This design comes from an exercise in tuning for small area on the open sky130 flow, not from production work.
Where RTL was checked, it was by simulation tests only, not by an equivalence proof against the original.
No functional check of the RTL was part of run 2.
Power is estimated from default activity; no workload was simulated.

## flow/design.v (module list and top-level ports; edited modules follow where they fit)
// module alu_32: 1123 lines
// module alu_fa: 4 lines
// module alu_ha: 4 lines
// module alu_xor: 3 lines
// module alu_big: 3 lines
// module alu_dec: 6 lines
// module alu_gp: 4 lines
// module alu_g: 3 lines
// module alu_ppa: 275 lines
module alu_32(
    input clk, rst,
    input [31:0] a_in, b_in,
    input [3:0] select,
    output reg [31:0] y_out,
    output reg flag, carry_bit);
  // ...
==> flow/flow/run.sh <==
#!/bin/bash
# Layout flow: the standard ORFS flow (standard.sh, unchanged synthesis),
# with the port buffers made of the smallest buffer cell instead of the
# default delay buffer, clock tree synthesis without dummy balancing loads,
# and power/area recovery on paths with positive slack after global routing.
# Each tool's output goes to a log in this folder.
set -euo pipefail
export BUFFER_PORTS_ARGS="-buffer_cell sky130_fd_sc_hd__buf_1"
export RECOVER_POWER=100
export CTS_ARGS="-sink_clustering_enable -repair_clock_nets -buf_list sky130_fd_sc_hd__clkbuf_8 -dont_use_dummy_load"
bash standard.sh > standard.log 2>&1
==> flow/standard.sh <==
#!/bin/bash
# synth_recipe.tcl (not shown) runs the flow's synth.tcl, then flattens the netlist and writes it again
# the make line also repeats each setting of config.mk as NAME=value (left out here)
make -C /OpenROAD-flow-scripts/flow DESIGN_CONFIG=/design/flow/config.mk WORK_HOME=/design/flow/orfs CLKGATE_MAP_FILE= SYNTH_SCRIPT=/design/flow/synth_recipe.tcl "${@:-finish}"
==> flow/config.mk <==
export PLATFORM = sky130hd
export DESIGN_NAME = alu_32
export DESIGN_NICKNAME = alu_32
export VERILOG_FILES = /design/flow/design.v
export SDC_FILE = /design/flow/constraint.sdc
export NUM_CORES = 4
export LEC_CHECK = 0
export CAP_MARGIN = 20
export CORE_MARGIN = 2
export CORE_UTILIZATION = 60
export CTS_BUF_LIST = sky130_fd_sc_hd__clkbuf_8
export GPL_ROUTABILITY_DRIVEN = 0
export PLACE_DENSITY = 0.7
export SLEW_MARGIN = 20
export SYNTH_HIERARCHICAL = 1
==> flow/constraint.sdc <==
create_clock -name core_clock -period 10.0 [get_ports {clk}]
set_input_delay 2.0000 -clock core_clock [delete_from_list [all_inputs] [get_ports {clk}]]
set_output_delay 2.0000 -clock core_clock [all_outputs]
set_load 0.01 [all_outputs]
==> results.toml, run 1 <==
[run_status]
outcome = "timing/DRC/antenna clean"

[synth]
synthSimpleGateAreaFrac = 0.09066
synth_seq_cells = 34
synthMuxAreaShare = 0.002114
synth_commonest_cells = "273 x xnor2_1, 228 x a22oi_1, 204 x fa_1"
synth_top_family_by_area = "adder cells"
synth_edf_count = 0

[placement]
placed_cells = 1942
place_ws_ns = 0.5094
hpwl_um = 37670

[timing]
max_freq_mhz = 107.1
fin_ws_ns = 0.6664
rsz0062_at_grt = "no"
final-hold-violation-count = 0
tightest_slew_ns = 1.180

[routing]
top_layer_used = "met4"
dr.pass1.iters = 9

[critical_path]
crit_path_top_delay_cell = "and4bb_2"

[cells_and_area]
nFlopsAndLatches = 34
top_area_cell_class = "multi-input combinational cells"
sh_seq_area = 0.04411

[cts]
cts_tree = "done"
post_cts_buffers = 0
cts_hold_buf = 0

[power_and_ir_drop]
leakage_uw = 0.006741

[grt]
use_met1 = 0.5214
grt_busiest_layer = "met2"
antenna_found_initial = 0

[floorplan]
tapCellCount = 324
==> run 2: changes to the inputs <==
--- a/flow/design.v
+++ b/flow/design.v
@@ -574,48 +574,48 @@
   wire p563;
   wire g564;
   wire p565;
   wire g566;
   wire p567;
   wire g568;
   wire p569;
   wire g570;
-  wire p571;
-  wire g572;
+  wire g571;
+  wire p572;
   wire g573;
   wire p574;
   wire g575;
   wire p576;
   wire g577;
   wire p578;
   wire g579;
-  wire p580;
-  wire g581;
+  wire g580;
+  wire p581;
   wire g582;
-  wire p583;
+  wire g583;
   wire g584;
   wire g585;
   wire g586;
   wire g587;
   wire g588;
   wire g589;
   wire g590;
   wire g591;
   wire g592;
   wire g593;
   wire g594;
   wire g595;
   wire g596;
   wire g597;
   wire g598;
-  wire g599;
-  wire g600;
-  wire g601;
-  wire g602;
+  wire y599;
+  wire y600;
+  wire y601;
+  wire y602;
   wire y603;
   wire y604;
   wire y605;
   wire y606;
   wire y607;
   wire y608;
   wire y609;
   wire y610;
@@ -624,22 +624,16 @@
   wire y613;
   wire y614;
   wire y615;
   wire y616;
   wire y617;
   wire y618;
   wire y619;
   wire y620;
-  wire y621;
-  wire y622;
-  wire y623;
-  wire y624;
-  wire y625;
-  wire y626;
   wire op_add = (select == 4'd0);
   wire op_sub = (select == 4'd1);
   wire op_mul = (select == 4'd2);
   wire op_srl = (select == 4'd3);
   wire op_sll = (select == 4'd4);
   wire op_and = (select == 4'd5);
   wire op_or  = (select == 4'd6);
   wire op_xor = (select == 4'd7);
@@ -1000,18 +994,18 @@
   alu_ha u487 (.a(s395), .b(ppv[0]), .s(s486), .co(co487));
   alu_fa u489 (.a(co396), .b(s397), .c(co487), .s(s488), .co(co489));
   alu_fa u491 (.a(co398), .b(s399), .c(co489), .s(s490), .co(co491));
   alu_fa u493 (.a(co400), .b(s401), .c(co491), .s(s492), .co(co493));
   alu_fa u495 (.a(co402), .b(s403), .c(co493), .s(s494), .co(co495));
   alu_fa u497 (.a(co404), .b(s405), .c(co495), .s(s496), .co(co497));
   alu_fa u499 (.a(co406), .b(s407), .c(co497), .s(s498), .co(co499));
   alu_fa u501 (.a(co408), .b(s409), .c(co499), .s(s500), .co(co501));
-  alu_ha u503 (.a(co410), .b(s411), .s(s502), .co(co503));
-  alu_ha u505 (.a(co412), .b(s413), .s(s504), .co(co505));
+  alu_fa u503 (.a(co410), .b(s411), .c(co501), .s(s502), .co(co503));
+  alu_fa u505 (.a(co412), .b(s413), .c(co503), .s(s504), .co(co505));
   alu_ha u507 (.a(co414), .b(s415), .s(s506), .co(co507));
   alu_ha u509 (.a(co416), .b(s417), .s(s508), .co(co509));
   alu_ha u511 (.a(co418), .b(s419), .s(s510), .co(co511));
   alu_ha u513 (.a(co420), .b(s421), .s(s512), .co(co513));
   alu_ha u515 (.a(co422), .b(s423), .s(s514), .co(co515));
   alu_ha u517 (.a(co424), .b(s425), .s(s516), .co(co517));
   alu_ha u519 (.a(co426), .b(s427), .s(s518), .co(co519));
   alu_ha u521 (.a(co428), .b(s429), .s(s520), .co(co521));
@@ -1024,81 +1018,76 @@
   alu_ha u535 (.a(co442), .b(s443), .s(s534), .co(co535));
   alu_ha u537 (.a(co444), .b(s445), .s(s536), .co(co537));
   alu_ha u539 (.a(co446), .b(s447), .s(s538), .co(co539));
   alu_ha u541 (.a(co448), .b(s449), .s(s540), .co(co541));
   alu_ha u543 (.a(co450), .b(s451), .s(s542), .co(co543));
   alu_ha u545 (.a(co452), .b(s453), .s(s544), .co(co545));
   alu_ha u547 (.a(co454), .b(s455), .s(s546), .co(co547));
   alu_ha u549 (.a(co456), .b(y485), .s(s548), .co(co549));
-  alu_g u550 (.g1(co503), .p1(s502), .g0(co501), .g(g550));
-  alu_g u551 (.g1(co505), .p1(s504), .g0(g550), .g(g551));
-  alu_gp u553 (.g1(co509), .p1(s508), .g0(co507), .p0(s506), .g(g552), .p(p553));
-  alu_gp u555 (.g1(co513), .p1(s512), .g0(co511), .p0(s510), .g(g554), .p(p555));
-  alu_gp u557 (.g1(co517), .p1(s516), .g0(co515), .p0(s514), .g(g556), .p(p557));
-  alu_gp u559 (.g1(co521), .p1(s520), .g0(co519), .p0(s518), .g(g558), .p(p559));
-  alu_gp u561 (.g1(co525), .p1(s524), .g0(co523), .p0(s522), .g(g560), .p(p561));
-  alu_gp u563 (.g1(co529), .p1(s528), .g0(co527), .p0(s526), .g(g562), .p(p563));
-  alu_gp u565 (.g1(co533), .p1(s532), .g0(co531), .p0(s530), .g(g564), .p(p565));
-  alu_gp u567 (.g1(co537), .p1(s536), .g0(co535), .p0(s534), .g(g566), .p(p567));
-  alu_gp u569 (.g1(co541), .p1(s540), .g0(co539), .p0(s538), .g(g568), .p(p569));
-  alu_gp u571 (.g1(co545), .p1(s544), .g0(co543), .p0(s542), .g(g570), .p(p571));
-  alu_g u572 (.g1(g552), .p1(p553), .g0(g551), .g(g572));
-  alu_gp u574 (.g1(g556), .p1(p557), .g0(g554), .p0(p555), .g(g573), .p(p574));
-  alu_gp u576 (.g1(g560), .p1(p561), .g0(g558), .p0(p559), .g(g575), .p(p576));
-  alu_gp u578 (.g1(g564), .p1(p565), .g0(g562), .p0(p563), .g(g577), .p(p578));
-  alu_gp u580 (.g1(g568), .p1(p569), .g0(g566), .p0(p567), .g(g579), .p(p580));
-  alu_g u581 (.g1(g573), .p1(p574), .g0(g572), .g(g581));
-  alu_gp u583 (.g1(g577), .p1(p578), .g0(g575), .p0(p576), .g(g582), .p(p583));
-  alu_g u584 (.g1(g582), .p1(p583), .g0(g581), .g(g584));
-  alu_g u585 (.g1(g575), .p1(p576), .g0(g581), .g(g585));
-  alu_g u586 (.g1(g579), .p1(p580), .g0(g584), .g(g586));
-  alu_g u587 (.g1(g554), .p1(p555), .g0(g572), .g(g587));
-  alu_g u588 (.g1(g558), .p1(p559), .g0(g581), .g(g588));
-  alu_g u589 (.g1(g562), .p1(p563), .g0(g585), .g(g589));
-  alu_g u590 (.g1(g566), .p1(p567), .g0(g584), .g(g590));
-  alu_g u591 (.g1(g570), .p1(p571), .g0(g586), .g(g591));
-  alu_g u592 (.g1(co507), .p1(s506), .g0(g551), .g(g592));
-  alu_g u593 (.g1(co511), .p1(s510), .g0(g572), .g(g593));
-  alu_g u594 (.g1(co515), .p1(s514), .g0(g587), .g(g594));
-  alu_g u595 (.g1(co519), .p1(s518), .g0(g581), .g(g595));
-  alu_g u596 (.g1(co523), .p1(s522), .g0(g588), .g(g596));
-  alu_g u597 (.g1(co527), .p1(s526), .g0(g585), .g(g597));
-  alu_g u598 (.g1(co531), .p1(s530), .g0(g589), .g(g598));
-  alu_g u599 (.g1(co535), .p1(s534), .g0(g584), .g(g599));
-  alu_g u600 (.g1(co539), .p1(s538), .g0(g590), .g(g600));
-  alu_g u601 (.g1(co543), .p1(s542), .g0(g586), .g(g601));
-  alu_g u602 (.g1(co547), .p1(s546), .g0(g591), .g(g602));
-  alu_xor u603 (.a(s502), .b(co501), .y(y603));
-  alu_xor u604 (.a(s504), .b(g550), .y(y604));
-  alu_xor u605 (.a(s506), .b(g551), .y(y605));
-  alu_xor u606 (.a(s508), .b(g592), .y(y606));
-  alu_xor u607 (.a(s510), .b(g572), .y(y607));
-  alu_xor u608 (.a(s512), .b(g593), .y(y608));
-  alu_xor u609 (.a(s514), .b(g587), .y(y609));
-  alu_xor u610 (.a(s516), .b(g594), .y(y610));
-  alu_xor u611 (.a(s518), .b(g581), .y(y611));
-  alu_xor u612 (.a(s520), .b(g595), .y(y612));
-  alu_xor u613 (.a(s522), .b(g588), .y(y613));
-  alu_xor u614 (.a(s524), .b(g596), .y(y614));
-  alu_xor u615 (.a(s526), .b(g585), .y(y615));
-  alu_xor u616 (.a(s528), .b(g597), .y(y616));
-  alu_xor u617 (.a(s530), .b(g589), .y(y617));
-  alu_xor u618 (.a(s532), .b(g598), .y(y618));
-  alu_xor u619 (.a(s534), .b(g584), .y(y619));
-  alu_xor u620 (.a(s536), .b(g599), .y(y620));
-  alu_xor u621 (.a(s538), .b(g590), .y(y621));
-  alu_xor u622 (.a(s540), .b(g600), .y(y622));
-  alu_xor u623 (.a(s542), .b(g586), .y(y623));
-  alu_xor u624 (.a(s544), .b(g601), .y(y624));
-  alu_xor u625 (.a(s546), .b(g591), .y(y625));
-  alu_xor u626 (.a(s548), .b(g602), .y(y626));
-  wire [31:0] r = {y626, y625, y624, y623, y622, y621, y620, y619, y618, y617, y616, y615, y614, y613, y612, y611, y610, y609, y608, y607, y606, y605, y604, y603, s500, s498, s496, s494, s492, s490, s488, s486};
+  alu_g u550 (.g1(co507), .p1(s506), .g0(co505), .g(g550));
+  alu_g u551 (.g1(co509), .p1(s508), .g0(g550), .g(g551));
+  alu_gp u553 (.g1(co513), .p1(s512), .g0(co511), .p0(s510), .g(g552), .p(p553));
+  alu_gp u555 (.g1(co517), .p1(s516), .g0(co515), .p0(s514), .g(g554), .p(p555));
+  alu_gp u557 (.g1(co521), .p1(s520), .g0(co519), .p0(s518), .g(g556), .p(p557));
+  alu_gp u559 (.g1(co525), .p1(s524), .g0(co523), .p0(s522), .g(g558), .p(p559));
+  alu_gp u561 (.g1(co529), .p1(s528), .g0(co527), .p0(s526), .g(g560), .p(p561));
+  alu_gp u563 (.g1(co533), .p1(s532), .g0(co531), .p0(s530), .g(g562), .p(p563));
+  alu_gp u565 (.g1(co537), .p1(s536), .g0(co535), .p0(s534), .g(g564), .p(p565));
+  alu_gp u567 (.g1(co541), .p1(s540), .g0(co539), .p0(s538), .g(g566), .p(p567));
+  alu_gp u569 (.g1(co545), .p1(s544), .g0(co543), .p0(s542), .g(g568), .p(p569));
+  alu_g u570 (.g1(g552), .p1(p553), .g0(g551), .g(g570));
+  alu_gp u572 (.g1(g556), .p1(p557), .g0(g554), .p0(p555), .g(g571), .p(p572));
+  alu_gp u574 (.g1(g560), .p1(p561), .g0(g558), .p0(p559), .g(g573), .p(p574));
+  alu_gp u576 (.g1(g564), .p1(p565), .g0(g562), .p0(p563), .g(g575), .p(p576));
+  alu_gp u578 (.g1(g568), .p1(p569), .g0(g566), .p0(p567), .g(g577), .p(p578));
+  alu_g u579 (.g1(g571), .p1(p572), .g0(g570), .g(g579));
+  alu_gp u581 (.g1(g575), .p1(p576), .g0(g573), .p0(p574), .g(g580), .p(p581));
+  alu_g u582 (.g1(g580), .p1(p581), .g0(g579), .g(g582));
+  alu_g u583 (.g1(g573), .p1(p574), .g0(g579), .g(g583));
+  alu_g u584 (.g1(g577), .p1(p578), .g0(g582), .g(g584));
+  alu_g u585 (.g1(g554), .p1(p555), .g0(g570), .g(g585));
+  alu_g u586 (.g1(g558), .p1(p559), .g0(g579), .g(g586));
+  alu_g u587 (.g1(g562), .p1(p563), .g0(g583), .g(g587));
+  alu_g u588 (.g1(g566), .p1(p567), .g0(g582), .g(g588));
+  alu_g u589 (.g1(co511), .p1(s510), .g0(g551), .g(g589));
+  alu_g u590 (.g1(co515), .p1(s514), .g0(g570), .g(g590));
+  alu_g u591 (.g1(co519), .p1(s518), .g0(g585), .g(g591));
+  alu_g u592 (.g1(co523), .p1(s522), .g0(g579), .g(g592));
+  alu_g u593 (.g1(co527), .p1(s526), .g0(g586), .g(g593));
+  alu_g u594 (.g1(co531), .p1(s530), .g0(g583), .g(g594));
+  alu_g u595 (.g1(co535), .p1(s534), .g0(g587), .g(g595));
+  alu_g u596 (.g1(co539), .p1(s538), .g0(g582), .g(g596));
+  alu_g u597 (.g1(co543), .p1(s542), .g0(g588), .g(g597));
+  alu_g u598 (.g1(co547), .p1(s546), .g0(g584), .g(g598));
+  alu_xor u599 (.a(s506), .b(co505), .y(y599));
+  alu_xor u600 (.a(s508), .b(g550), .y(y600));
+  alu_xor u601 (.a(s510), .b(g551), .y(y601));
+  alu_xor u602 (.a(s512), .b(g589), .y(y602));
+  alu_xor u603 (.a(s514), .b(g570), .y(y603));
+  alu_xor u604 (.a(s516), .b(g590), .y(y604));
+  alu_xor u605 (.a(s518), .b(g585), .y(y605));
+  alu_xor u606 (.a(s520), .b(g591), .y(y606));
+  alu_xor u607 (.a(s522), .b(g579), .y(y607));
+  alu_xor u608 (.a(s524), .b(g592), .y(y608));
+  alu_xor u609 (.a(s526), .b(g586), .y(y609));
+  alu_xor u610 (.a(s528), .b(g593), .y(y610));
+  alu_xor u611 (.a(s530), .b(g583), .y(y611));
+  alu_xor u612 (.a(s532), .b(g594), .y(y612));
+  alu_xor u613 (.a(s534), .b(g587), .y(y613));
+  alu_xor u614 (.a(s536), .b(g595), .y(y614));
+  alu_xor u615 (.a(s538), .b(g582), .y(y615));
+  alu_xor u616 (.a(s540), .b(g596), .y(y616));
+  alu_xor u617 (.a(s542), .b(g588), .y(y617));
+  alu_xor u618 (.a(s544), .b(g597), .y(y618));
+  alu_xor u619 (.a(s546), .b(g584), .y(y619));
+  alu_xor u620 (.a(s548), .b(g598), .y(y620));
+  wire [31:0] r = {y620, y619, y618, y617, y616, y615, y614, y613, y612, y611, y610, y609, y608, y607, y606, y605, y604, y603, y602, y601, y600, y599, s504, s502, s500, s498, s496, s494, s492, s490, s488, s486};
   wire p31 = s548;
-  wire c31 = g602;
+  wire c31 = g598;
   wire [31:0] r_rev;
   generate for (gi = 0; gi < 32; gi = gi + 1) begin : rr
     assign r_rev[gi] = r[31 - gi];
   end endgenerate
   wire nr = ~rst;
   wire o_arith = nr & (op_add | op_sub | op_mul | (op_sll & ~big));
   wire o_rev = nr & op_srl & ~big;
   wire lc11 = nr & (op_and | op_or);
==> flow/config.mk (replaced) <==
export PLATFORM = sky130hd
export DESIGN_NAME = alu_32
export DESIGN_NICKNAME = alu_32
export VERILOG_FILES = /design/flow/design.v
export SDC_FILE = /design/flow/constraint.sdc
export NUM_CORES = 4
export LEC_CHECK = 0
export CAP_MARGIN = 20
export CORE_MARGIN = 2
export CORE_UTILIZATION = 60
export CTS_BUF_LIST = sky130_fd_sc_hd__clkbuf_8
export PLACE_DENSITY = 0.7
export SLEW_MARGIN = 20
export SYNTH_HIERARCHICAL = 1
==> results.toml, run 2 <==
[run_status]
outcome = "timing/DRC/antenna clean"

[synth]
synth_edf_count = 0
yosys_warnings = 7
syn_area_mm2 = 0.01476
syn-num-nets = 1950
synth_seq_cells = 34
synth.avg_cell_area_um2 = 9.107
yosysSeqAreaShare = 0.04611
synthCells = 1621
synth_top_area_cell = "fa_1"
async_flop_share = 0
synth.most_common_cell = "xnor2_1"
synthTopCellsByArea = "fa_1 28%, xnor2_1 16%, a22oi_1 12%"
yosys.cell_types.count = 53
synth_commonest_cells = "273 x xnor2_1, 228 x a22oi_1, 206 x fa_1"
synth_top_area_frac = 0.2793
synth_flop_cell = "dfxtp_1"

[run]
cap_viol_max_count = 0

[cells_and_area]
num-nets-final = 1954
reg_top3 = "y_out: 32 flops, carry_bit: 1 flops, flag: 1 flops"
largest_reg_flops = 32
final_cell_mix = "273 x xnor2_1, 228 x a22oi_1, 206 x fa_1, 139 x nand2_1, 101 x buf_1"
fillers = 2096
final_common_cell = "xnor2_1"
area_growth_pct = 4.771
num_antenna_cells = 0
drive_gt1_frac = 0.08133
regMostFlops = "y_out"

[critical_path]
cp_top_family = "adder cells"
cp-start-kind = "input port"
required_ns = 10.18
path_buf_inv = 2
endpoint_kind = "flip-flop"
worst_path_most_repeated_cell = "fa_1"
worstPathArrival_ns = 9.80
worst-path-max-fanout = 27
slowest_delay_ns = 0.44
crit_path_top_delay_cell = "fa_1"
critPathKind = "in2reg"

[cts]
clockBufferDepth = 2
cts_tree = "done"
numCtsBuffers = 5
clkLatencyLatePin_ns = 0.30
cts_hold_buf = 0
post_cts_buffers = 0
clkTransAtPathRegs_ns = 0.08
clockRootBuffer = "clkbuf_8"
clock_sinks = 34
cts_resized = 0
htree_levels = 2

[floorplan]
dieArea_mm2 = 0.02588
ioPinCount = 104
start_util = 0.6088
die_w_um = 160.9
die_h_um = 160.9
std_cell_rows = 57
core_area_mm2 = 0.02425

[power_and_ir_drop]
p_sw_uw = 777.2
total_power_uw = 1407
ir_drop_v = 0.00008768
intPower_uw = 630.3
clockPowerShare = 0.071
p_per_area_mw_per_mm2 = 90.99
leakage_uw = 0.006729
pwr-share-comb = 0.816
p_seq_frac = 0.113
switching_share = 0.5522

[timing]
final-hold-violation-count = 0
setup_viol = 0
finalCritPeriodShare = 0.9620
fin_skew_ns = 0
rsz0062_at_grt = "no"
period_minus_slack_ns = 9.620
tns_ns = 0
tightest_slew_ns = 1.144
timing.slew.headroom = 0.2325
max_freq_mhz = 103.9
drv_slew = 0

[placement]
gp_congestion = 1.039
io_buffers = 103
hpwl_um = 38550

[hold_path]
min_path_type = "reg2reg"

[routing]
antenna_left = 0
drt_iter0_drc = 1968
via_count = 13530
drt_wl_total_um = 51310
wire_per_inst_um = 26.35
drcViolationCount = 0
viasPerCell = 6.949
dr.pass1.iters = 11

[grt]
grt.overflow.total = 0
antenna_found_initial = 0
grt_pass1_vias = 13280
track_usage = 0.3959
grt_max_degree = 47
grt_pass1_wl_um = 78930
==> run 2: cell count changes after synthesis, sizes merged <==
cell and delta:
fa +2, a21o -3, xor2 -2, and2 -1, ha -2
==> run 2: worst paths after layout <==
check,start,end,slack [ns],cells after the start
worst max-delay path,select[1],carry_bit$_DFF_P_,0.38,27
worst max register to register,carry_bit$_DFF_P_,carry_bit$_DFF_P_,9.38,2
worst min-delay path,carry_bit$_DFF_P_,carry_bit$_DFF_P_,0.52,2
worst min register to register,carry_bit$_DFF_P_,carry_bit$_DFF_P_,0.52,2
==> run 2: per-module statistics from Yosys (local to each module, per instance), a selection <==
module,cell area (um2),flops+latches,cells inside
alu_big,57.56,0,9
alu_dec,276.5,0,20
alu_ha,12.51,0,1
alu_gp,13.76,0,2
alu_xor,8.758,0,1
alu_32,3732,34,553
alu_g,7.507,0,1
alu_fa,20.02,0,1
==> run 2: cells by family after synthesis <==
kind of cell,after synthesis,synth area share
flip-flops,34,0.04611
multiplexers,3,0.002119
AO/OA/AOI/OAI,469,0.2411
buffers and inverters,232,0.07518
adder cells (fa/ha/maj),260,0.3249
AND/OR/NAND/NOR,252,0.09043
XOR/XNOR,371,0.2201
==> run 2: metrics by stage <==
step                      utilization  worst slack (ns)  cell area [um2]  instances  hold WS (ns)
after CTS                      0.6378            0.5393            15460       1947        0.5271
after global routing           0.6379            0.1296            15470       1947        0.5493
after detailed placement       0.6349            0.2994            15400       1942        0.5082
after floorplan                     -            0.5814            14760       1621        0.5279
final                          0.6379            0.3796            15470       1947        0.5240
after global placement         0.6346            0.3637            15390       1942        0.5221
==> run 2: metal layers <==
metal,track usage,share of wire,vias up
met3,0.07128,0.11,188
met1,0.5318,0.38,6631
met4,0.2163,0.070,0
li1,-,-,5739
met5,0,0,-
met2,0.6085,0.45,971
==> run 2: cell type report <==
type,count,area [um2],area share
Inverter,32,120.1,0.007766
Tap cell,324,405.4,0.02621
Clock buffer,5,68.82,0.004449
Timing Repair Buffer,197,1106,0.07151
Sequential cell,34,680.7,0.04401
Multi-Input combinational cell,1355,13090,0.8461
==> run 2: power groups by stage <==
stage               registers (uW)  clock network, uW  logic (uW)
floorplan                      170                  0         723
global placement               162                  0        1080
detailed placement             162                  0        1100
CTS                            159                102        1110
global route                   160                107        1210
finish                         159                100        1150
==> run 2: worst min-delay path: stages (launching register included) <==
cell and delay (ns):
dfxtp_1 0.35, mux2i_1 0.07, nor2_1 0.07

port drivers added, routing unchanged:
Ports are ideal in the flow. The routed layouts listed here were re-timed in OpenROAD. Step 1 sets driving cells, clkbuf_16 on the clock port and buf_2 on the other inputs (assumed; they add their load-dependent delay and slew). Step 2 moves the port delays by t, midway between the first and last clock arrival at a register: inputs arrive t later, outputs are due t later. That takes back most of the time a late clock gives input paths. Slacks: ideal ports / drivers / drivers and shift; pairs: ideal ports / drivers.
| run | shift t [ns] | setup slack, ns | latest minus earliest clock arrival (ns) | cell pins on the clock port's net |
|---|---|---|---|---|
| run 1 | 0.322 | 0.666 / 0.677 / 0.356 | 0.029 / 0.029 | 1 |
| run 2 | 0.326 | 0.380 / 0.389 / 0.063 | 0.012 / 0.013 | 1 |
After both steps setup and hold are still met in every run listed. The setup slack of run 2, which loses most, moves by +0.009 ns with the drivers and by -0.317 ns with both steps.
